This is an optimization exercise on Yosys and OpenROAD, whose aim is small area and a short achievable clock period, not a production implementation.
Where RTL was checked, it was by simulation tests only, not by an equivalence proof against the original.
Only the layout flow was run in runs 2 to 4; the RTL was not checked for function there.
No activity file was given, so power comes from the tool's default toggle rates.

$ cat flow/design.v
module hybrid_pwm_sd_2ndorder #(parameter signalwidth=16)
(
	input clk,
	input reset_n,
	input [signalwidth-1:0] d,
	output q
);
reg [4:0]  pc;        
reg        q_r;       
reg [22:0] w;         
reg [17:0] p;
reg [17:0] r;
reg        m;         
reg [15:0] dreg;      
reg [6:0]  th;        
reg [10:0] ep;        
reg        f31, f0, f2, f3, f5, f7, f8;    
wire c16;
carry16 u_c16 (.a(p[15:0]), .b(d), .c(c16));
wire [17:0] b_oth = ({18{f2}} & {2'b0, dreg})
                  | ({18{f3 | f5}} & ({7'b0, ep} ^ {18{f3}}))
                  | ({18{f7}} & {2'b0, r[17:2]})
                  | ({18{f8}} & ~{2'b0, p[17:2]});
wire [7:0] wu;
wire [17:0] b_op = f31 ? ~{1'b0, wu, w[15:7]} : b_oth;
wire cin = f3 | f7 | (f31 & (q_r | ~&w[6:0])) | (f8 & ~|p[1:0]);
wire [17:0] sum;
add18 u_sadd (.a(p), .b(b_op), .ci(cin), .s(sum));
wire [4:0] pc_next = pc + 5'd1;
wire q_gen   = th[6] ? m : ({1'b0, pc_next} < th[5:0]);
wire q_last  = sum[17] ? m : (sum[16:11] != 6'd0);
wire q_oth   = f31 ? q_last : f0 ? (th[5:1] != 5'd0) : q_gen;
wire sel_m   = f0 & th[6];
wire q_c1    = sel_m ? (p[17] ^ p[16]) : q_oth;
wire q_c0    = sel_m ? p[17] : q_oth;
wire q_next, m_new;
mux2x u_qsel (.s(c16), .a1(q_c1), .a0(q_c0), .y(q_next));
mux2x u_msel (.s(c16), .a1(f0 ? p[17] ^ p[16] : m), .a0(f0 ? p[17] : m), .y(m_new));
wire [22:0] w_next;
radd u_radd (.w(w), .f(q_r), .y(w_next), .u(wu));
always @(posedge clk)
	if (f0)
		dreg <= d;
always @(posedge clk)
begin
	if (!reset_n) begin
		pc   <= 5'd30;
		q_r  <= 1'b0;
		w    <= 23'h7f0000;
		p    <= 18'h2fffd;
		r    <= 18'h18000;
		m    <= 1'b1;
		th   <= 7'd0;
		ep   <= 11'd0;
		{f31, f0, f2, f3, f5, f7, f8} <= 7'b0000000;
	end else begin
		pc  <= pc_next;
		q_r <= q_next;
		w   <= w_next;
		p   <= r;
		r   <= sum;
		{f31, f0, f2, f3, f5, f7, f8} <= {pc == 5'd30, f31, pc == 5'd1, f2, pc == 5'd4, pc == 5'd6, f7};
		m   <= m_new;
		if (f31)
			th <= sum[17:11];
		if (f3)
			ep <= p[10:0];
	end
end
assign q = q_r;
endmodule
module carry16 (input [15:0] a, input [15:0] b, output c);
wire [15:0] g0 = a & b;
wire [15:0] p0 = a | b;
wire [7:0] g1, p1;
wire [3:0] g2, p2;
wire [1:0] g3, p3;
genvar i;
generate
	for (i = 0; i < 8; i = i + 1) begin : l1
		assign g1[i] = g0[2*i+1] | (p0[2*i+1] & g0[2*i]);
		assign p1[i] = p0[2*i+1] & p0[2*i];
	end
	for (i = 0; i < 4; i = i + 1) begin : l2
		assign g2[i] = g1[2*i+1] | (p1[2*i+1] & g1[2*i]);
		assign p2[i] = p1[2*i+1] & p1[2*i];
	end
	for (i = 0; i < 2; i = i + 1) begin : l3
		assign g3[i] = g2[2*i+1] | (p2[2*i+1] & g2[2*i]);
		assign p3[i] = p2[2*i+1] & p2[2*i];
	end
endgenerate
assign c = g3[1] | (p3[1] & g3[0]);
endmodule
module mux2x (input s, input a1, input a0, output y);
assign y = s ? a1 : a0;
endmodule
module add18 (input [17:0] a, input [17:0] b, input ci, output [17:0] s);
add_bk18 u_add (.a(a), .b(b), .cin(ci), .s(s));
endmodule
module radd (input [22:0] w, input f, output [22:0] y, output [7:0] u);
assign u = {1'b0, w[22:16]} + {7'b0, f};
wire [22:0] b = {{7{~f | u[7]}}, ~u[6:0], ~w[15:7]};
wire ci = f ? (w[6:0] == 7'd0) : 1'b1;
add_bk23 u_add (.a(w), .b(b), .cin(ci), .s(y));
endmodule
module add_bk23 (input [22:0] a, input [22:0] b, input cin, output [22:0] s);
wire [22:0] p = a ^ b;
wire g1 = (a[0] & b[0]) | (p[0] & cin);
wire p1 = p[0] & 1'b0;
wire g2 = (a[2] & b[2]) | (p[2] & (a[1] & b[1]));
wire p2 = p[2] & p[1];
wire g3 = (a[4] & b[4]) | (p[4] & (a[3] & b[3]));
wire p3 = p[4] & p[3];
wire g4 = (a[6] & b[6]) | (p[6] & (a[5] & b[5]));
wire p4 = p[6] & p[5];
wire g5 = (a[8] & b[8]) | (p[8] & (a[7] & b[7]));
wire p5 = p[8] & p[7];
wire g6 = (a[10] & b[10]) | (p[10] & (a[9] & b[9]));
wire p6 = p[10] & p[9];
wire g7 = (a[12] & b[12]) | (p[12] & (a[11] & b[11]));
wire p7 = p[12] & p[11];
wire g8 = (a[14] & b[14]) | (p[14] & (a[13] & b[13]));
wire p8 = p[14] & p[13];
wire g9 = (a[16] & b[16]) | (p[16] & (a[15] & b[15]));
wire p9 = p[16] & p[15];
wire g10 = (a[18] & b[18]) | (p[18] & (a[17] & b[17]));
wire p10 = p[18] & p[17];
wire g11 = (a[20] & b[20]) | (p[20] & (a[19] & b[19]));
wire p11 = p[20] & p[19];
wire g12 = (a[22] & b[22]) | (p[22] & (a[21] & b[21]));
wire p12 = p[22] & p[21];
wire g13 = g2 | (p2 & g1);
wire p13 = p2 & p1;
wire g14 = g4 | (p4 & g3);
wire p14 = p4 & p3;
wire g15 = g6 | (p6 & g5);
wire p15 = p6 & p5;
wire g16 = g8 | (p8 & g7);
wire p16 = p8 & p7;
wire g17 = g10 | (p10 & g9);
wire p17 = p10 & p9;
wire g18 = g12 | (p12 & g11);
wire p18 = p12 & p11;
wire g19 = g14 | (p14 & g13);
wire p19 = p14 & p13;
wire g20 = g16 | (p16 & g15);
wire p20 = p16 & p15;
wire g21 = g18 | (p18 & g17);
wire p21 = p18 & p17;
wire g22 = g20 | (p20 & g19);
wire p22 = p20 & p19;
wire g23 = g21 | (p21 & g22);
wire p23 = p21 & p22;
wire g24 = g15 | (p15 & g19);
wire p24 = p15 & p19;
wire g25 = g17 | (p17 & g22);
wire p25 = p17 & p22;
wire g26 = g3 | (p3 & g13);
wire p26 = p3 & p13;
wire g27 = g5 | (p5 & g19);
wire p27 = p5 & p19;
wire g28 = g7 | (p7 & g24);
wire p28 = p7 & p24;
wire g29 = g9 | (p9 & g22);
wire p29 = p9 & p22;
wire g30 = g11 | (p11 & g25);
wire p30 = p11 & p25;
wire g31 = (a[1] & b[1]) | (p[1] & g1);
wire p31 = p[1] & p1;
wire g32 = (a[3] & b[3]) | (p[3] & g13);
wire p32 = p[3] & p13;
wire g33 = (a[5] & b[5]) | (p[5] & g26);
wire p33 = p[5] & p26;
wire g34 = (a[7] & b[7]) | (p[7] & g19);
wire p34 = p[7] & p19;
wire g35 = (a[9] & b[9]) | (p[9] & g27);
wire p35 = p[9] & p27;
wire g36 = (a[11] & b[11]) | (p[11] & g24);
wire p36 = p[11] & p24;
wire g37 = (a[13] & b[13]) | (p[13] & g28);
wire p37 = p[13] & p28;
wire g38 = (a[15] & b[15]) | (p[15] & g22);
wire p38 = p[15] & p22;
wire g39 = (a[17] & b[17]) | (p[17] & g29);
wire p39 = p[17] & p29;
wire g40 = (a[19] & b[19]) | (p[19] & g25);
wire p40 = p[19] & p25;
wire g41 = (a[21] & b[21]) | (p[21] & g30);
wire p41 = p[21] & p30;
assign s[0] = p[0] ^ cin;
assign s[1] = p[1] ^ g1;
assign s[2] = p[2] ^ g31;
assign s[3] = p[3] ^ g13;
assign s[4] = p[4] ^ g32;
assign s[5] = p[5] ^ g26;
assign s[6] = p[6] ^ g33;
assign s[7] = p[7] ^ g19;
assign s[8] = p[8] ^ g34;
assign s[9] = p[9] ^ g27;
assign s[10] = p[10] ^ g35;
assign s[11] = p[11] ^ g24;
assign s[12] = p[12] ^ g36;
assign s[13] = p[13] ^ g28;
assign s[14] = p[14] ^ g37;
assign s[15] = p[15] ^ g22;
assign s[16] = p[16] ^ g38;
assign s[17] = p[17] ^ g29;
assign s[18] = p[18] ^ g39;
assign s[19] = p[19] ^ g25;
assign s[20] = p[20] ^ g40;
assign s[21] = p[21] ^ g30;
assign s[22] = p[22] ^ g41;
endmodule
module add_bk18 (input [17:0] a, input [17:0] b, input cin, output [17:0] s);
wire [17:0] p = a ^ b;
wire g1 = (a[0] & b[0]) | (p[0] & cin);
wire p1 = p[0] & 1'b0;
wire g2 = (a[2] & b[2]) | (p[2] & (a[1] & b[1]));
wire p2 = p[2] & p[1];
wire g3 = (a[4] & b[4]) | (p[4] & (a[3] & b[3]));
wire p3 = p[4] & p[3];
wire g4 = (a[6] & b[6]) | (p[6] & (a[5] & b[5]));
wire p4 = p[6] & p[5];
wire g5 = (a[8] & b[8]) | (p[8] & (a[7] & b[7]));
wire p5 = p[8] & p[7];
wire g6 = (a[10] & b[10]) | (p[10] & (a[9] & b[9]));
wire p6 = p[10] & p[9];
wire g7 = (a[12] & b[12]) | (p[12] & (a[11] & b[11]));
wire p7 = p[12] & p[11];
wire g8 = (a[14] & b[14]) | (p[14] & (a[13] & b[13]));
wire p8 = p[14] & p[13];
wire g9 = (a[16] & b[16]) | (p[16] & (a[15] & b[15]));
wire p9 = p[16] & p[15];
wire g10 = g2 | (p2 & g1);
wire p10 = p2 & p1;
wire g11 = g4 | (p4 & g3);
wire p11 = p4 & p3;
wire g12 = g6 | (p6 & g5);
wire p12 = p6 & p5;
wire g13 = g8 | (p8 & g7);
wire p13 = p8 & p7;
wire g14 = g11 | (p11 & g10);
wire p14 = p11 & p10;
wire g15 = g13 | (p13 & g12);
wire p15 = p13 & p12;
wire g16 = g15 | (p15 & g14);
wire p16 = p15 & p14;
wire g17 = g12 | (p12 & g14);
wire p17 = p12 & p14;
wire g18 = g3 | (p3 & g10);
wire p18 = p3 & p10;
wire g19 = g5 | (p5 & g14);
wire p19 = p5 & p14;
wire g20 = g7 | (p7 & g17);
wire p20 = p7 & p17;
wire g21 = g9 | (p9 & g16);
wire p21 = p9 & p16;
wire g22 = (a[1] & b[1]) | (p[1] & g1);
wire p22 = p[1] & p1;
wire g23 = (a[3] & b[3]) | (p[3] & g10);
wire p23 = p[3] & p10;
wire g24 = (a[5] & b[5]) | (p[5] & g18);
wire p24 = p[5] & p18;
wire g25 = (a[7] & b[7]) | (p[7] & g14);
wire p25 = p[7] & p14;
wire g26 = (a[9] & b[9]) | (p[9] & g19);
wire p26 = p[9] & p19;
wire g27 = (a[11] & b[11]) | (p[11] & g17);
wire p27 = p[11] & p17;
wire g28 = (a[13] & b[13]) | (p[13] & g20);
wire p28 = p[13] & p20;
wire g29 = (a[15] & b[15]) | (p[15] & g16);
wire p29 = p[15] & p16;
wire g30 = (a[17] & b[17]) | (p[17] & g21);
wire p30 = p[17] & p21;
assign s[0] = p[0] ^ cin;
assign s[1] = p[1] ^ g1;
assign s[2] = p[2] ^ g22;
assign s[3] = p[3] ^ g10;
assign s[4] = p[4] ^ g23;
assign s[5] = p[5] ^ g18;
assign s[6] = p[6] ^ g24;
assign s[7] = p[7] ^ g14;
assign s[8] = p[8] ^ g25;
assign s[9] = p[9] ^ g19;
assign s[10] = p[10] ^ g26;
assign s[11] = p[11] ^ g17;
assign s[12] = p[12] ^ g27;
assign s[13] = p[13] ^ g20;
assign s[14] = p[14] ^ g28;
assign s[15] = p[15] ^ g16;
assign s[16] = p[16] ^ g29;
assign s[17] = p[17] ^ g21;
endmodule
$ cat flow/config.mk
export PLATFORM = sky130hd
export DESIGN_NAME = hybrid_pwm_sd_2ndorder
export DESIGN_NICKNAME = hybrid_pwm_sd_2ndorder
export VERILOG_FILES = /design/flow/design.v
export SDC_FILE = /design/flow/constraint.sdc
export NUM_CORES = 4
export LEC_CHECK = 0
export ABC_AREA = 1
export CAP_MARGIN = 20
export CORE_MARGIN = 2
export CORE_UTILIZATION = 40
export CTS_BUF_LIST = sky130_fd_sc_hd__clkbuf_8
export SLEW_MARGIN = 20
$ cat flow/constraint.sdc
create_clock -name core_clock -period 11.0 [get_ports {clk}]
set_input_delay 2.2000 -clock core_clock [delete_from_list [all_inputs] [get_ports {clk}]]
set_output_delay 2.2000 -clock core_clock [all_outputs]
set_load 0.01 [all_outputs]
$ cat flow/standard.sh
#!/bin/bash
# synth_recipe.tcl (not shown) runs the flow's synth.tcl, then flattens the netlist and writes it again
# the make line also repeats each setting of config.mk as NAME=value (left out here)
make -C /OpenROAD-flow-scripts/flow DESIGN_CONFIG=/design/flow/config.mk WORK_HOME=/design/flow/orfs CLKGATE_MAP_FILE= SYNTH_SCRIPT=/design/flow/synth_recipe.tcl "${@:-finish}"
$ cat flow/flow/run.sh
#!/bin/bash
# Standard ORFS layout (standard.sh), with timing repair asked to leave
# extra setup margin so that the layout runs well faster than the clock,
# and small port buffers.
set -euo pipefail
bash standard.sh SETUP_SLACK_MARGIN=7.5 "BUFFER_PORTS_ARGS=-buffer_cell sky130_fd_sc_hd__buf_2" finish > flow_make.log 2>&1
==> out/results.ini, run 1 <==
[outcome]
outcome=complete, no violations

[synth]
netlist_top_cells_count=nand2_1 (132), inv_1 (97), dfxtp_1 (91)
synth_xor_xnor_area_share=0.0380
ys_warn_count=1
synth_cells=729
synth_top_area_cell=dfxtp_1
seq_area_frac_synth=0.382
synthSimpleGateAreaFrac=0.202
synth_compound_area_frac=0.132
netlist.area_leader.share=0.302
syn_nets=814
synthMuxAreaShare=0
yosysMostFrequentCell=nand2_1
ys_ff_latch=107
synthAdderAreaFrac=0.165
synth_cell_types=44
ys.flop_type=dfxtp_1
synthTopCellsByArea=dfxtp_1 (30%), ha_1 (9.5%), nand2_1 (8.2%), edfxtp_1 (8.0%), fa_1 (7.0%)
netlist_area_um2=6030
synth_top_family_by_area=simple AND/OR/NAND/NOR gates
syn_area_per_cell_um2=8.27
async_reset_ff_frac=0
synth_edf_count=16

[sta]
tightest_slew_ns=1.04
post-route-period-util=0.306
slew_headroom=0.308
maxSlewViolCount=0
rsz0062_at_grt=true
period_minus_slack_ns=3.36
setup_viol=0
clock_skew_ns=0.00564
timing.setup.tns_ns=0
finalHoldViolations=0
holdWs_ns=0.425
fmax_ghz=0.297

[cts]
cts_max_path_buffers=2
insertion_delay_ns=0.39
htree_levels=3
clock-sinks=107
clkTransAtPathRegs_ns=0.10
cts-root-buf=clkbuf_8
cts_tree=built
cts_buffers=9
postCtsHoldBufs=0

[place]
dpl.hpwl_mm=10.4
placedCellCount=912
io_buffer_count=18
place.gp.congestion=0.860

[min_path]
worstHoldStart=r[0]$_SDFF_PN0_
min_path_cells=1
min_path_type=flip-flop to flip-flop
worstHoldEndpoint=p[0]$_SDFF_PN1_

[power]
p_per_area_nw_per_um2=231
p_leak_nw=3.10
ir_drop_uv=109

[floorplanning]
die_w_um=127
ios=19
fp.dieH_um=127
initial_core_util=0.412
num_rows=44
core_area_um2=14600
die-area_um2=16100

[global_route]
grt.total_usage=0.191
grt_start_max_net_pins=34
antenna_found_initial=0
globalRouteOverflowTotal=0
grt_pass1_vias=4859
grt_pass1_wl_mm=24.4

[detailed_routing]
first_pass_iters=4
drt_iter0_drc=290
routed_via_density=5.16
avgRoutedWirePerCell_um=15.6
route.detailed.drc=0
routed_wl_mm=14.6
ant_nets=0
vias=4840

[worst_setup_path]
critPathMaxFanout=33
cp-end-kind=flip-flop
ff2ff_path_depth=19
crit_path_start_kind=input pin
r2r_start=q_r$_SDFF_PN0_
r2r-end=q_r$_SDFF_PN0_
required_ns=11.28
crit_type=input pin to flip-flop
worstPathArrival_ns=3.64
r2r_slack_ns=7.65

[final_layout]
syn_to_final_growth_pct=12.5
drive_above_1_share=0.178
n_antenna_cell=0
layout.cells.non_filler=938
layout.nets=834

[run]
maxCapViolCount=0

==> metal layers <==
| layer | global-route usage | wire [um] | vias up |
|---|---|---|---|
| met4 | 0.0569 | 297 | 0 |
| met3 | 0.0439 | 514 | 21 |
| met1 | 0.249 | 6690 | 2318 |
| met5 | 0 | 0 | - |
| met2 | 0.320 | 7120 | 69 |
| li1 | - | - | 2432 |
==> cell usage in the layout, fill, tap and decap left out, types with 24 or more instances in the layout <==
master	n
nand3_1	38
o21ai_0	24
nand2_1	130
ha_1	43
nor2_1	52
a21oi_1	47
dfxtp_1	83
inv_1	95
==> stage by stage <==
| step | total power (W) | util | cell area, um2 | worst slack [ns] |
|---|---|---|---|---|
| floorplan | 0.00109 | - | 6030 | 7.73 |
| global placement | 0.00124 | 0.429 | 6280 | 6.81 |
| detailed placement | 0.00127 | 0.429 | 6280 | 6.76 |
| CTS | 0.00152 | 0.445 | 6520 | 7.38 |
| global route | 0.00172 | 0.463 | 6780 | 7.42 |
| finish | 0.00157 | 0.463 | 6780 | 7.64 |
==> worst max-delay path, cell delays in order <==
cell        delay, ns
buf_4            0.35
clkinvlp_4       0.39
buf_4            0.35
or2_2            0.32
==> how the worst max path moves through the flow <==
stage,startpoint,to,slack [ns],cells past startpoint
finish,reset_n,r[16]$_SDFF_PN1_,7.64,4
global route,w[16]$_SDFF_PN1_,q_r$_SDFF_PN0_,7.42,22
CTS,f8$_SDFF_PN0_,q_r$_SDFF_PN0_,7.38,22
detailed placement,reset_n,pc[3]$_SDFF_PN1_,6.76,4
global placement,reset_n,pc[3]$_SDFF_PN1_,6.81,4
floorplan,f31$_SDFF_PN0_,q_r$_SDFF_PN0_,7.73,21
==> timing repair <==
action                     4_1_cts  5_1_grt
pin swaps                        0       11
setup endpoints to repair       40       10
gates resized for setup         10       50
gates cloned                     1        1
buffers inserted                 0        8
==> cell type report <==
cell class              count  area (um2)
clock buffers              12         165
clock inverters             4        32.5
fillers                  1465        7860
inverters                 103         417
multi-input cells         496        3390
flip-flops and latches    107        2320
well taps                 184         230
repair buffers             31         224
repair inverters            1        5.00
==> kinds of logic after synthesis <==
logic type	Yosys count
adders and majority gates	67
DFF	107
xor gates and xnor gates	24
and+or+nand+nor	276
AOI/OAI and AO/OA	129
buffers and inverters	126
==> registers in the layout, summed over array words and instances (netlist names) <==
register	cells
f31	1
f0	1
p	18
m	1
dreg	16
pc	5
r	18
f2	1
f8	1
ep	11
w	23
f7	1
q_r	1
th	7
f5	1
f3	1
==> report_power, final <==
| group | leakage [nW] | switching (W) | total, W | internal, W |
|---|---|---|---|---|
| logic | 2.10 | 0.000415 | 0.000737 | 0.000322 |
| clock network | 0.0952 | 0.000144 | 0.000246 | 0.000102 |
| registers | 0.902 | 0.0000947 | 0.000583 | 0.000488 |
| total | 3.10 | 0.000654 | 0.00157 | 0.000913 |
==> inputs of run 2 (changes only) <==
--- a/flow/design.v
+++ b/flow/design.v
@@ -14,15 +14,16 @@
 reg [15:0] dreg;      
 reg [6:0]  th;        
 reg [10:0] ep;        
-reg        f31, f0, f2, f3, f5, f7, f8;    
+reg        f31, f0, f2, f3, f5, f7, f8, f9;    
 wire c16;
 carry16 u_c16 (.a(p[15:0]), .b(d), .c(c16));
+wire q31 = th[6] ? m : th[5];
 wire [17:0] b_oth = ({18{f2}} & {2'b0, dreg})
                   | ({18{f3 | f5}} & ({7'b0, ep} ^ {18{f3}}))
                   | ({18{f7}} & {2'b0, r[17:2]})
-                  | ({18{f8}} & ~{2'b0, p[17:2]});
-wire [7:0] wu;
-wire [17:0] b_op = f31 ? ~{1'b0, wu, w[15:7]} : b_oth;
+                  | ({18{f8}} & ~{2'b0, p[17:2]})
+                  | ({18{f9 & q31}} & {9'h1ff, 9'b0});
+wire [17:0] b_op = f31 ? ~{2'b0, w[22:7]} : b_oth;
 wire cin = f3 | f7 | (f31 & (q_r | ~&w[6:0])) | (f8 & ~|p[1:0]);
 wire [17:0] sum;
 add18 u_sadd (.a(p), .b(b_op), .ci(cin), .s(sum));
@@ -37,11 +38,11 @@
 mux2x u_qsel (.s(c16), .a1(q_c1), .a0(q_c0), .y(q_next));
 mux2x u_msel (.s(c16), .a1(f0 ? p[17] ^ p[16] : m), .a0(f0 ? p[17] : m), .y(m_new));
 wire [22:0] w_next;
-radd u_radd (.w(w), .f(q_r), .y(w_next), .u(wu));
+radd u_radd (.w(w), .f(q_r), .y(w_next));
 always @(posedge clk)
 	if (f0)
 		dreg <= d;
-always @(posedge clk)
+always @(posedge clk, negedge reset_n)
 begin
 	if (!reset_n) begin
 		pc   <= 5'd30;
@@ -52,14 +53,14 @@
 		m    <= 1'b1;
 		th   <= 7'd0;
 		ep   <= 11'd0;
-		{f31, f0, f2, f3, f5, f7, f8} <= 7'b0000000;
+		{f31, f0, f2, f3, f5, f7, f8, f9} <= 8'b00000000;
 	end else begin
 		pc  <= pc_next;
 		q_r <= q_next;
 		w   <= w_next;
 		p   <= r;
 		r   <= sum;
-		{f31, f0, f2, f3, f5, f7, f8} <= {pc == 5'd30, f31, pc == 5'd1, f2, pc == 5'd4, pc == 5'd6, f7};
+		{f31, f0, f2, f3, f5, f7, f8, f9} <= {pc == 5'd30, f31, pc == 5'd1, f2, pc == 5'd4, pc == 5'd6, f7, f8};
 		m   <= m_new;
 		if (f31)
 			th <= sum[17:11];
@@ -98,8 +99,8 @@
 module add18 (input [17:0] a, input [17:0] b, input ci, output [17:0] s);
 add_bk18 u_add (.a(a), .b(b), .cin(ci), .s(s));
 endmodule
-module radd (input [22:0] w, input f, output [22:0] y, output [7:0] u);
-assign u = {1'b0, w[22:16]} + {7'b0, f};
+module radd (input [22:0] w, input f, output [22:0] y);
+wire [7:0] u = {1'b0, w[22:16]} + {7'b0, f};
 wire [22:0] b = {{7{~f | u[7]}}, ~u[6:0], ~w[15:7]};
 wire ci = f ? (w[6:0] == 7'd0) : 1'b1;
 add_bk23 u_add (.a(w), .b(b), .cin(ci), .s(y));
==> out/results.ini, run 2 <==
[outcome]
outcome=complete, no violations

[synth]
yosysMostFrequentCell=nand2_1
ys.flop_type=dfrtp_1
async_reset_ff_frac=0.852
netlist_top_cells_count=nand2_1 (126), inv_1 (84), dfrtp_1 (62)
synthTopCellsByArea=dfrtp_1 (25%), dfstp_2 (13%), ha_1 (9.4%), edfxtp_1 (7.9%), nand2_1 (7.7%)
syn_area_per_cell_um2=9.61
synth_cells=636
synth_top_area_cell=dfrtp_1
synth_cell_types=49
synth_edf_count=16
ys_ff_latch=108
syn_nets=721
seq_area_frac_synth=0.462
ys_warn_count=1
netlist.area_leader.share=0.254
netlist_area_um2=6110

[power]
internal_power_w=0.000839
p_leak_nw=3.35
finalPower_w=0.00134
p_per_area_nw_per_um2=187
switchingPower_w=0.000499
netSwitchingFraction=0.373
p_seq_frac=0.407
comb_power_share=0.363
pwr-share-clk=0.230
ir_drop_uv=82.8

[floorplanning]
fp.dieH_um=128
die_w_um=128
core_area_um2=15100
die-area_um2=16300
ios=19
num_rows=45
initial_core_util=0.405

[cts]
clock-sinks=108
insertion_delay_ns=0.40
cts-root-buf=clkbuf_8
cts_buffers=9
cts_max_path_buffers=2
htree_levels=3
cts_tree=built
clkTransAtPathRegs_ns=0.12

[sta]
fmax_ghz=0.285
post-route-period-util=0.319
clock_skew_ns=0.0125
finalHoldViolations=0
layout_setup_ws_ns=7.49
maxSlewViolCount=0
period_minus_slack_ns=3.51
rsz0062_at_grt=true
setup_viol=0
slew_headroom=0.404
tightest_slew_ns=0.894
timing.setup.tns_ns=0

[final_layout]
syn_to_final_growth_pct=16.8
fillers=1419
final_util=0.473
drive_above_1_share=0.239
n_antenna_cell=0
top_regs=w (23), p (18), r (18)
largest_reg_flops=23
design_area_um2=7140
layout.nets=767
top_register=w
final_common_cell=nand2_1
final_cell_mix=nand2_1 (121), inv_1 (82), dfrtp_1 (59)

[run]
maxCapViolCount=0

[global_route]
globalRouteOverflowTotal=0
grt_pass1_wl_mm=23.9
grt_pass1_vias=4855
grt_use_met2=0.312
grt_busiest_layer=met2
grt.total_usage=0.191
grt_start_max_net_pins=63
grtUsageMet1=0.248
antenna_found_initial=0
met3_usage=0.0440

[detailed_routing]
ant_nets=0
drt_iter0_drc=247
avgRoutedWirePerCell_um=16.9
route.detailed.drc=0
vias=4563
first_pass_iters=4
routed_wl_mm=14.8
routed_via_density=5.21

[place]
place.gp.congestion=0.907
placed_area_um2=6390
dpl.hpwl_mm=10.3
pre_cts_slack_ns=7.04
io_buffer_count=18

[min_path]
min_path_cells=0
min_path_type=flip-flop to flip-flop

[worst_setup_path]
worstPathArrival_ns=3.81
required_ns=11.30
crit_type=flip-flop to flip-flop
critPathMaxFanout=6
ff2ff_path_depth=18
crit_path_start_kind=flip-flop
cp-end-kind=flip-flop

run 2: kinds of logic after synthesis:
kind of cell | synth area share
flip-flops | 0.462
XOR/XNOR | 0.0387
buffers and inverters | 0.0649
AO/OA/AOI/OAI | 0.117
adder cells (fa/ha/maj) | 0.163
AND/OR/NAND/NOR | 0.155
run 2: worst paths after layout:
| check | from | endpoint | slack (ns) |
|---|---|---|---|
| max in group asynchronous | reset_n | r[12]$_DFF_PN0_ | 8.14 |
| min in group asynchronous | reset_n | ep[5]$_DFFE_PN0P_ | 1.72 |
| worst min-delay path | r[1]$_DFF_PN0_ | p[1]$_DFF_PN0_ | 0.36 |
| worst min register to register | r[1]$_DFF_PN0_ | p[1]$_DFF_PN0_ | 0.36 |
| worst max register to register | f3$_DFF_PN0_ | q_r$_DFF_PN0_ | 7.49 |
| worst max-delay path | f3$_DFF_PN0_ | q_r$_DFF_PN0_ | 7.49 |
run 2: area by class of cell:
class,count,area [um2],area share
Clock buffer,9,124,0.0174
Clock inverter,7,128,0.0179
Inverter,90,362,0.0507
Multi-Input combinational cell,426,3120,0.438
Sequential cell,108,2830,0.396
Tap cell,188,235,0.0330
Timing Repair Buffer,45,319,0.0447
Timing Repair inverter,2,17.5,0.00245
run 2: routing by layer:
metal | part of all wire | up-vias
li1 | - | 2189
met2 | 0.48 | 78
met4 | 0.028 | 0
met1 | 0.45 | 2266
met3 | 0.039 | 30
met5 | 0 | -
run 2: power groups by stage:
stage	Sequential [W]	Clock [W]	Combinational [W]
after floorplan	0.000522	0	0.000389
after global placement	0.000549	0	0.000455
after detailed placement	0.000550	0	0.000493
after CTS	0.000543	0.000316	0.000495
after global routing	0.000554	0.000332	0.000572
final	0.000544	0.000308	0.000485
run 2: timing repair:
item                       CTS  global route
setup buffers               10            15
hold buffers                 0             0
resized for setup           21            58
pin swaps                    9            27
cloned                       0             2
setup endpoints to repair    4             6
run 2: critical path, stage by stage, from the launching register on:
cell and delay [ns]:
dfrtp_2 0.52, clkinv_4 0.11, o21ai_1 0.08, a2111oi_2 0.44, a21oi_2 0.09, ha_1 0.32, nand2_1 0.07, nor2_2 0.11
nand2_1 0.07, nand2_2 0.09, inv_2 0.06, o21bai_4 0.16, a31oi_4 0.10, fa_2 0.55, nand3b_1 0.10, nor4_2 0.29
nand3_1 0.12, nand3_2 0.08, a21oi_2 0.05
run 2: metrics by stage:
stage	cells	hold WS, ns
floorplan	636	0.331
global placement	832	0.335
detailed placement	832	0.335
CTS	858	0.360
global route	875	0.385
finish	875	0.357
==> inputs of run 3 (changes only) <==
--- a/flow/design.v
+++ b/flow/design.v
@@ -11,38 +11,42 @@
 reg [17:0] p;
 reg [17:0] r;
 reg        m;         
+reg        c16_r;     
 reg [15:0] dreg;      
 reg [6:0]  th;        
 reg [10:0] ep;        
-reg        f31, f0, f2, f3, f5, f7, f8, f9;    
+reg        f31, f0, f1, f2, f3, f5, f7, f8;    
 wire c16;
 carry16 u_c16 (.a(p[15:0]), .b(d), .c(c16));
-wire q31 = th[6] ? m : th[5];
 wire [17:0] b_oth = ({18{f2}} & {2'b0, dreg})
                   | ({18{f3 | f5}} & ({7'b0, ep} ^ {18{f3}}))
                   | ({18{f7}} & {2'b0, r[17:2]})
-                  | ({18{f8}} & ~{2'b0, p[17:2]})
-                  | ({18{f9 & q31}} & {9'h1ff, 9'b0});
-wire [17:0] b_op = f31 ? ~{2'b0, w[22:7]} : b_oth;
+                  | ({18{f8}} & ~{2'b0, p[17:2]});
+wire [7:0] wu;
+wire [17:0] b_op = f31 ? ~{1'b0, wu, w[15:7]} : b_oth;
 wire cin = f3 | f7 | (f31 & (q_r | ~&w[6:0])) | (f8 & ~|p[1:0]);
 wire [17:0] sum;
 add18 u_sadd (.a(p), .b(b_op), .ci(cin), .s(sum));
 wire [4:0] pc_next = pc + 5'd1;
-wire q_gen   = th[6] ? m : ({1'b0, pc_next} < th[5:0]);
+wire m_new   = r[17] ^ (r[16] & c16_r);
+wire m_eff   = f1 ? m_new : m;
+wire q_gen   = th[6] ? m_eff : ({1'b0, pc_next} < th[5:0]);
 wire q_last  = sum[17] ? m : (sum[16:11] != 6'd0);
 wire q_oth   = f31 ? q_last : f0 ? (th[5:1] != 5'd0) : q_gen;
 wire sel_m   = f0 & th[6];
 wire q_c1    = sel_m ? (p[17] ^ p[16]) : q_oth;
 wire q_c0    = sel_m ? p[17] : q_oth;
-wire q_next, m_new;
+wire q_next;
 mux2x u_qsel (.s(c16), .a1(q_c1), .a0(q_c0), .y(q_next));
-mux2x u_msel (.s(c16), .a1(f0 ? p[17] ^ p[16] : m), .a0(f0 ? p[17] : m), .y(m_new));
 wire [22:0] w_next;
-radd u_radd (.w(w), .f(q_r), .y(w_next));
+radd u_radd (.w(w), .f(q_r), .y(w_next), .u(wu));
 always @(posedge clk)
+begin
+	c16_r <= c16;
 	if (f0)
 		dreg <= d;
-always @(posedge clk, negedge reset_n)
+end
+always @(posedge clk)
 begin
 	if (!reset_n) begin
 		pc   <= 5'd30;
@@ -53,15 +57,16 @@
 		m    <= 1'b1;
 		th   <= 7'd0;
 		ep   <= 11'd0;
-		{f31, f0, f2, f3, f5, f7, f8, f9} <= 8'b00000000;
+		{f31, f0, f1, f2, f3, f5, f7, f8} <= 8'b00000000;
 	end else begin
 		pc  <= pc_next;
 		q_r <= q_next;
 		w   <= w_next;
 		p   <= r;
 		r   <= sum;
-		{f31, f0, f2, f3, f5, f7, f8, f9} <= {pc == 5'd30, f31, pc == 5'd1, f2, pc == 5'd4, pc == 5'd6, f7, f8};
-		m   <= m_new;
+		{f31, f0, f1, f2, f3, f5, f7, f8} <= {pc == 5'd30, f31, f0, f1, f2, pc == 5'd4, pc == 5'd6, f7};
+		if (f1)
+			m <= m_new;
 		if (f31)
 			th <= sum[17:11];
 		if (f3)
@@ -99,8 +104,8 @@
 module add18 (input [17:0] a, input [17:0] b, input ci, output [17:0] s);
 add_bk18 u_add (.a(a), .b(b), .cin(ci), .s(s));
 endmodule
-module radd (input [22:0] w, input f, output [22:0] y);
-wire [7:0] u = {1'b0, w[22:16]} + {7'b0, f};
+module radd (input [22:0] w, input f, output [22:0] y, output [7:0] u);
+assign u = {1'b0, w[22:16]} + {7'b0, f};
 wire [22:0] b = {{7{~f | u[7]}}, ~u[6:0], ~w[15:7]};
 wire ci = f ? (w[6:0] == 7'd0) : 1'b1;
 add_bk23 u_add (.a(w), .b(b), .cin(ci), .s(y));
==> flow/flow/run.sh (replaced) <==
#!/bin/bash
# Standard ORFS layout (standard.sh) with three changes: timing repair is
# asked to leave extra setup margin so that the layout runs well faster than
# the clock, the ports get small buffers, and adders are left to ABC instead
# of being mapped to full/half-adder cells (registers are unchanged).
set -euo pipefail
bash standard.sh SETUP_SLACK_MARGIN=7.5 "BUFFER_PORTS_ARGS=-buffer_cell sky130_fd_sc_hd__buf_2" ADDER_MAP_FILE= finish > flow_make.log 2>&1
==> out/results.ini, run 3 <==
[outcome]
outcome=complete, no violations

[worst_setup_path]
max_stage_delay_ns=0.26
crit_top_cell=nand2_1
critPathMaxFanout=3
cp_slowest_cell=o31ai_4
required_ns=11.34
path_cells=buf_8 > nor2_4 > o211ai_1 > o221ai_1 > nand2_1 > a21oi_2 > o31ai_4 > nand2_1 > nand2_1 > nand2_1 > nand2_1 > nand2_1 > xor2_1 > nand3_1 > nand2_1 > a21oi_1
crit_path_start_kind=input pin
worstPathArrival_ns=3.78
cp-end-kind=flip-flop
crit_type=input pin to flip-flop

[sta]
holdWs_ns=0.424
tightest_slew_ns=0.832
finalHoldViolations=0
fmax_ghz=0.290
setup_viol=0
timing.setup.tns_ns=0
clock_skew_ns=0.0145
post-route-period-util=0.313
maxSlewViolCount=0
rsz0062_at_grt=true
slew_headroom=0.444
period_minus_slack_ns=3.44

[synth]
synthSimpleGateAreaFrac=0.371
synthTopCellsByArea=dfxtp_1 (30%), nand2_1 (17%), edfxtp_1 (7.7%), inv_1 (7.3%), nor2_1 (6.1%)
synth_cell_types=53
synth_edf_count=16
synthMuxAreaShare=0
synth_compound_area_frac=0.130
syn_nets=959
synth_cells=941
ys_ff_latch=109
ys.flop_type=dfxtp_1
synth_xor_xnor_area_share=0.0169
yosysMostFrequentCell=nand2_1
netlist.area_leader.share=0.300
synth_top_family_by_area=simple AND/OR/NAND/NOR gates
seq_area_frac_synth=0.377
ys_warn_count=1
async_reset_ff_frac=0
netlist_area_um2=6200
syn_area_per_cell_um2=6.59
netlist_top_cells_count=nand2_1 (287), inv_1 (121), nor2_1 (101)
synth_top_area_cell=dfxtp_1
synthAdderAreaFrac=0

[cts]
insertion_delay_ns=0.40
postCtsSetupBuffers=0
cts_tree=built
cts_buffers=9
cts-root-buf=clkbuf_8
htree_levels=3
clkTransAtPathRegs_ns=0.11
cts_max_path_buffers=2
clock-sinks=109

[power]
ir_drop_uv=66.8
p_leak_nw=3.30
p_per_area_nw_per_um2=218

[final_layout]
final_common_cell=nand2_1
fillers=1627
largest_reg_flops=23
layout.nets=964
top_regs=w (23), p (18), r (18)
drive_above_1_share=0.119
final_cell_mix=nand2_1 (286), inv_1 (121), nor2_1 (100)
n_antenna_cell=0
top_register=w
syn_to_final_growth_pct=7.40

[detailed_routing]
ant_nets=0
drt_iter0_drc=361
avgRoutedWirePerCell_um=13.4
wl_met1_mm=7.30
met2RoutedLength_mm=7.25
route.detailed.drc=0
vias=5590
dr.max_layer_used=met4
routed_via_density=4.91
routed_wl_mm=15.3
met3_wirelength_um=591
first_pass_iters=6

[place]
dpl.hpwl_mm=11.0
io_buffer_count=18
place.gp.congestion=0.837

[floorplanning]
ios=19
die-area_um2=16500
core_area_um2=15200
num_rows=45
fp.dieH_um=129
initial_core_util=0.408
die_w_um=129

[min_path]
min_path_type=flip-flop to flip-flop

[global_route]
grt_pass1_vias=5220
globalRouteOverflowTotal=0
grt_start_max_net_pins=55
grt.total_usage=0.195
antenna_found_initial=0
grt_pass1_wl_mm=25.3

[run]
maxCapViolCount=0

-- run 3: cell count changes in the layout (fill, tap and decap cells not counted), moves of 15 or more --
cell,delta
dfstp_2,-30
ha_1,-43
buf_4,-22
dfrtp_1,-59
nor2_1,+61
nand2_1,+165
or2_2,+15
nand3_1,+41
dfxtp_1,+91
fa_1,-18
a21oi_1,+27
o21ai_0,+16
inv_1,+39
-- run 3: metrics by stage --
stage | setup slack, ns | total power [W] | instances | utilization | instance area [um2]
finish | 7.56 | 0.00145 | 1138 | 0.438 | 6660
global route | 7.41 | 0.00158 | 1138 | 0.438 | 6660
detailed placement | 6.98 | 0.00118 | 1123 | 0.421 | 6400
CTS | 7.51 | 0.00146 | 1138 | 0.435 | 6620
floorplan | 7.51 | 0.00104 | 941 | - | 6200
global placement | 6.98 | 0.00117 | 1123 | 0.421 | 6400
-- run 3: cell families (layout without fill, tap and decap cells) --
logic type	after synthesis	in the layout
AND/OR/NAND/NOR	525	525
buffers and inverters	157	166
AO/OA/AOI/OAI	138	138
flip-flops	109	109
XOR/XNOR	12	12
-- run 3: critical path: cells and delay by family --
kind,cells,cell delay [ns]
AOI/OAI and AO/OA,5,0.76
xor gates and xnor gates,1,0.14
buffers and inverters,1,0.08
and+or+nand+nor,9,0.61
-- run 3: per-layer routing --
layer | global-route usage | vias up
li1 | - | 2996
met1 | 0.252 | 2507
met2 | 0.337 | 80
met3 | 0.0399 | 7
met4 | 0.0416 | 0
met5 | 0 | -
-- run 3: worst paths after layout --
kind	startpoint	end	slack, ns	cells after the start
setup / recovery	d[1]	q_r$_SDFF_PN0_	7.56	16
hold / removal	r[0]$_SDFF_PN0_	p[0]$_SDFF_PN1_	0.42	1
setup reg to reg	f31$_SDFF_PN0_	q_r$_SDFF_PN0_	7.97	22
hold reg to reg	r[0]$_SDFF_PN0_	p[0]$_SDFF_PN1_	0.42	1
-- run 3: what timing repair did --
item,CTS,global route
pin swaps,0,5
endpoints found under the setup margin,1,20
gates resized for setup,1,10
hold buffers,0,0
-- run 3: layout make-up --
| class | instances | area, um2 | area share |
|---|---|---|---|
| clock buffers | 9 | 124 | 0.0186 |
| clock inverters | 6 | 95.1 | 0.0143 |
| inverters | 131 | 499 | 0.0749 |
| multi-input cells | 675 | 3240 | 0.486 |
| flip-flops and latches | 109 | 2340 | 0.352 |
| well taps | 188 | 235 | 0.0353 |
| repair buffers | 20 | 124 | 0.0186 |
-- run 3: power breakdown --
group	switching (W)	total, W	leakage (nW)	internal (W)
Combinational	0.000398	0.000608	2.27	0.000210
Clock	0.000149	0.000279	0.110	0.000130
Sequential	0.0000812	0.000565	0.917	0.000484
==> inputs of run 4 (changes only) <==
==> flow/flow/run.sh (replaced) <==
#!/bin/bash
# Standard ORFS layout (standard.sh) with three changes: timing repair after
# placement is asked to leave extra setup margin so that the layout runs well
# faster than the clock, the ports get small buffers, and adders are left to
# ABC instead of being mapped to full/half-adder cells (registers unchanged).
set -euo pipefail
opts=("BUFFER_PORTS_ARGS=-buffer_cell sky130_fd_sc_hd__buf_2" ADDER_MAP_FILE=)
bash standard.sh "${opts[@]}" floorplan > flow_make_fp.log 2>&1
bash standard.sh SETUP_SLACK_MARGIN=7.5 "${opts[@]}" finish > flow_make.log 2>&1
==> out/results.ini, run 4 <==
[detailed_routing]
ant_nets=0
vias=5590
avgRoutedWirePerCell_um=13.4
routed_wl_mm=15.3
drt_iter0_drc=361
first_pass_iters=6
route.detailed.drc=0
routed_via_density=4.91

[synth]
synth_cell_types=53
netlist_top_cells_count=nand2_1 (287), inv_1 (121), nor2_1 (101)
syn_area_per_cell_um2=6.59
netlist.area_leader.share=0.300
synthTopCellsByArea=dfxtp_1 (30%), nand2_1 (17%), edfxtp_1 (7.7%), inv_1 (7.3%), nor2_1 (6.1%)
ys_ff_latch=109
yosysMostFrequentCell=nand2_1
ys_warn_count=1
ys.flop_type=dfxtp_1
netlist_area_um2=6200
async_reset_ff_frac=0
synth_top_area_cell=dfxtp_1
synth_cells=941
syn_nets=959
synth_edf_count=16
seq_area_frac_synth=0.377

[cts]
clock-sinks=109
cts_buffers=9
postCtsHoldBufs=0
insertion_delay_ns=0.40
cts_tree=built
clkTransAtPathRegs_ns=0.11
cts_max_path_buffers=2
cts-root-buf=clkbuf_8
htree_levels=3

[floorplanning]
core_area_um2=15200
die-area_um2=16500
die_w_um=129
num_rows=45
ios=19
initial_core_util=0.408
fp.dieH_um=129

[final_layout]
final_cell_mix=nand2_1 (286), inv_1 (121), nor2_1 (100)
final_common_cell=nand2_1
layout.nets=964
drive_above_1_share=0.119
largest_reg_flops=23
fillers=1627
syn_to_final_growth_pct=7.40
top_regs=w (23), p (18), r (18)
top_register=w
n_antenna_cell=0

[worst_setup_path]
cp-end-kind=flip-flop
r2r_slack_ns=7.97
critPathMaxFanout=3
r2r_start=f31$_SDFF_PN0_
worstPathArrival_ns=3.78
max_stage_delay_ns=0.26
r2r-end=q_r$_SDFF_PN0_
required_ns=11.34
crit_path_start_kind=input pin
ff2ff_path_depth=22
crit_type=input pin to flip-flop
path_cells=buf_8 > nor2_4 > o211ai_1 > o221ai_1 > nand2_1 > a21oi_2 > o31ai_4 > nand2_1 > nand2_1 > nand2_1 > nand2_1 > nand2_1 > xor2_1 > nand3_1 > nand2_1 > a21oi_1
crit_top_cell=nand2_1
cp_slowest_cell=o31ai_4

[place]
dpl.hpwl_mm=11.0
pre_cts_slack_ns=6.98
io_buffer_count=18
place.gp.congestion=0.837

[power]
internal_power_w=0.000823
switchingPower_w=0.000628
pwr-share-clk=0.192
p_leak_nw=3.30
ir_drop_uv=66.8
p_per_area_nw_per_um2=218
finalPower_w=0.00145
p_seq_frac=0.389
comb_power_share=0.419
netSwitchingFraction=0.433

[sta]
maxSlewViolCount=0
finalHoldViolations=0
clock_skew_ns=0.0145
layout_setup_ws_ns=7.56
fmax_ghz=0.290
timing.setup.tns_ns=0
setup_viol=0
period_minus_slack_ns=3.44
holdWs_ns=0.424
post-route-period-util=0.313
rsz0062_at_grt=true
slew_headroom=0.444
tightest_slew_ns=0.832

[global_route]
antenna_found_initial=0
grt_pass1_vias=5220
grt.total_usage=0.195
grt_pass1_wl_mm=25.3
globalRouteOverflowTotal=0
grt_start_max_net_pins=55

[outcome]
outcome=complete, no violations

[min_path]
worstHoldStart=r[0]$_SDFF_PN0_
worstHoldEndpoint=p[0]$_SDFF_PN1_
min_path_cells=1
min_path_type=flip-flop to flip-flop

[run]
maxCapViolCount=0

run 4: cell counts after synthesis:
Identical to the previous run, type by type.
run 4: stage by stage:
step / cell area, um2 / utilization / cells
2_1_floorplan: 6200 / - / 941
4_1_cts: 6620 / 0.435 / 1138
6_report: 6660 / 0.438 / 1138
3_3_place_gp: 6400 / 0.421 / 1123
5_1_grt: 6660 / 0.438 / 1138
3_5_place_dp: 6400 / 0.421 / 1123
run 4: cells by family (layout without fill, tap and decap cells):
kind of cell	Yosys count	count (layout)	synth area share
AND/OR/NAND/NOR	525	525	0.371
buffers and inverters	157	166	0.104
XOR/XNOR	12	12	0.0169
AO/OA/AOI/OAI	138	138	0.130
flip-flops	109	109	0.377
run 4: how the worst max path moves through the flow:
stage | startpoint | endpoint | slack, ns | cells after the start
final | d[1] | q_r$_SDFF_PN0_ | 7.56 | 16
after global routing | d[1] | q_r$_SDFF_PN0_ | 7.41 | 16
after CTS | d[0] | q_r$_SDFF_PN0_ | 7.51 | 16
after detailed placement | d[0] | q_r$_SDFF_PN0_ | 6.98 | 16
after global placement | d[0] | q_r$_SDFF_PN0_ | 6.98 | 16
after floorplan | d[0] | q_r$_SDFF_PN0_ | 7.51 | 15
run 4: timing repair:
item	CTS	global route
endpoints found under the setup margin	1	20
pin swaps	0	5
buffers inserted	0	0
gates resized for setup	1	10
run 4: layout make-up:
cell class	count	area (um2)	area share
clock buffers	9	124	0.0186
clock inverters	6	95.1	0.0143
inverters	131	499	0.0749
multi-input cells	675	3240	0.486
flip-flops and latches	109	2340	0.352
well taps	188	235	0.0353
repair buffers	20	124	0.0186
run 4: layer usage:
metal	wire (um)	GRT usage
met5	0	0
met2	7250	0.337
met4	121	0.0416
met1	7300	0.252
met3	591	0.0399
run 4: power groups by stage:
stage | Sequential [W] | Combinational (W) | Clock, W
global placement | 0.000573 | 0.000598 | 0
floorplan | 0.000544 | 0.000500 | 0
detailed placement | 0.000573 | 0.000603 | 0
CTS | 0.000564 | 0.000607 | 0.000286
global route | 0.000576 | 0.000708 | 0.000300
finish | 0.000565 | 0.000608 | 0.000279
run 4: worst max-delay path, delay by kind of cell:
| kind | cells | cell delay [ns] |
|---|---|---|
| compound gates | 5 | 0.76 |
| simple gates | 9 | 0.61 |
| xor+xnor | 1 | 0.14 |
| buf+inv | 1 | 0.08 |

==> afterwards: timing with drivers on the ports <==
The results above use ideal ports. As a check the final layouts listed here were re-extracted and re-timed, cells and wires unchanged.
Step 1 (the two cells are an assumption about what drives the block):
set clk [get_ports {clk}]
set_driving_cell -lib_cell sky130_fd_sc_hd__clkbuf_16 $clk
set_driving_cell -lib_cell sky130_fd_sc_hd__buf_2 [delete_from_list [all_inputs] $clk]
Step 2 moves the port delays by t, midway between the first and last clock arrival at a register: inputs arrive t later, outputs are due t later. That takes back most of the time a late clock gives input paths.
Three values: ideal ports, drivers, drivers and shift; two values: the first two.
run | t (ns) | setup WS [ns] | worst setup path after step 2 | clock arrival spread, ns
run 1 | 0.416 | 7.637 / 7.647 / 7.231 | input to register | 0.006 / 0.005
run 2 | 0.434 | 7.493 / 7.493 / 7.493 | register to register | 0.013 / 0.013
run 3 | 0.431 | 7.556 / 7.543 / 7.112 | input to register | 0.015 / 0.014
run 4 | 0.431 | 7.556 / 7.543 / 7.112 | input to register | 0.015 / 0.014
After both steps setup and hold are still met in every run listed.
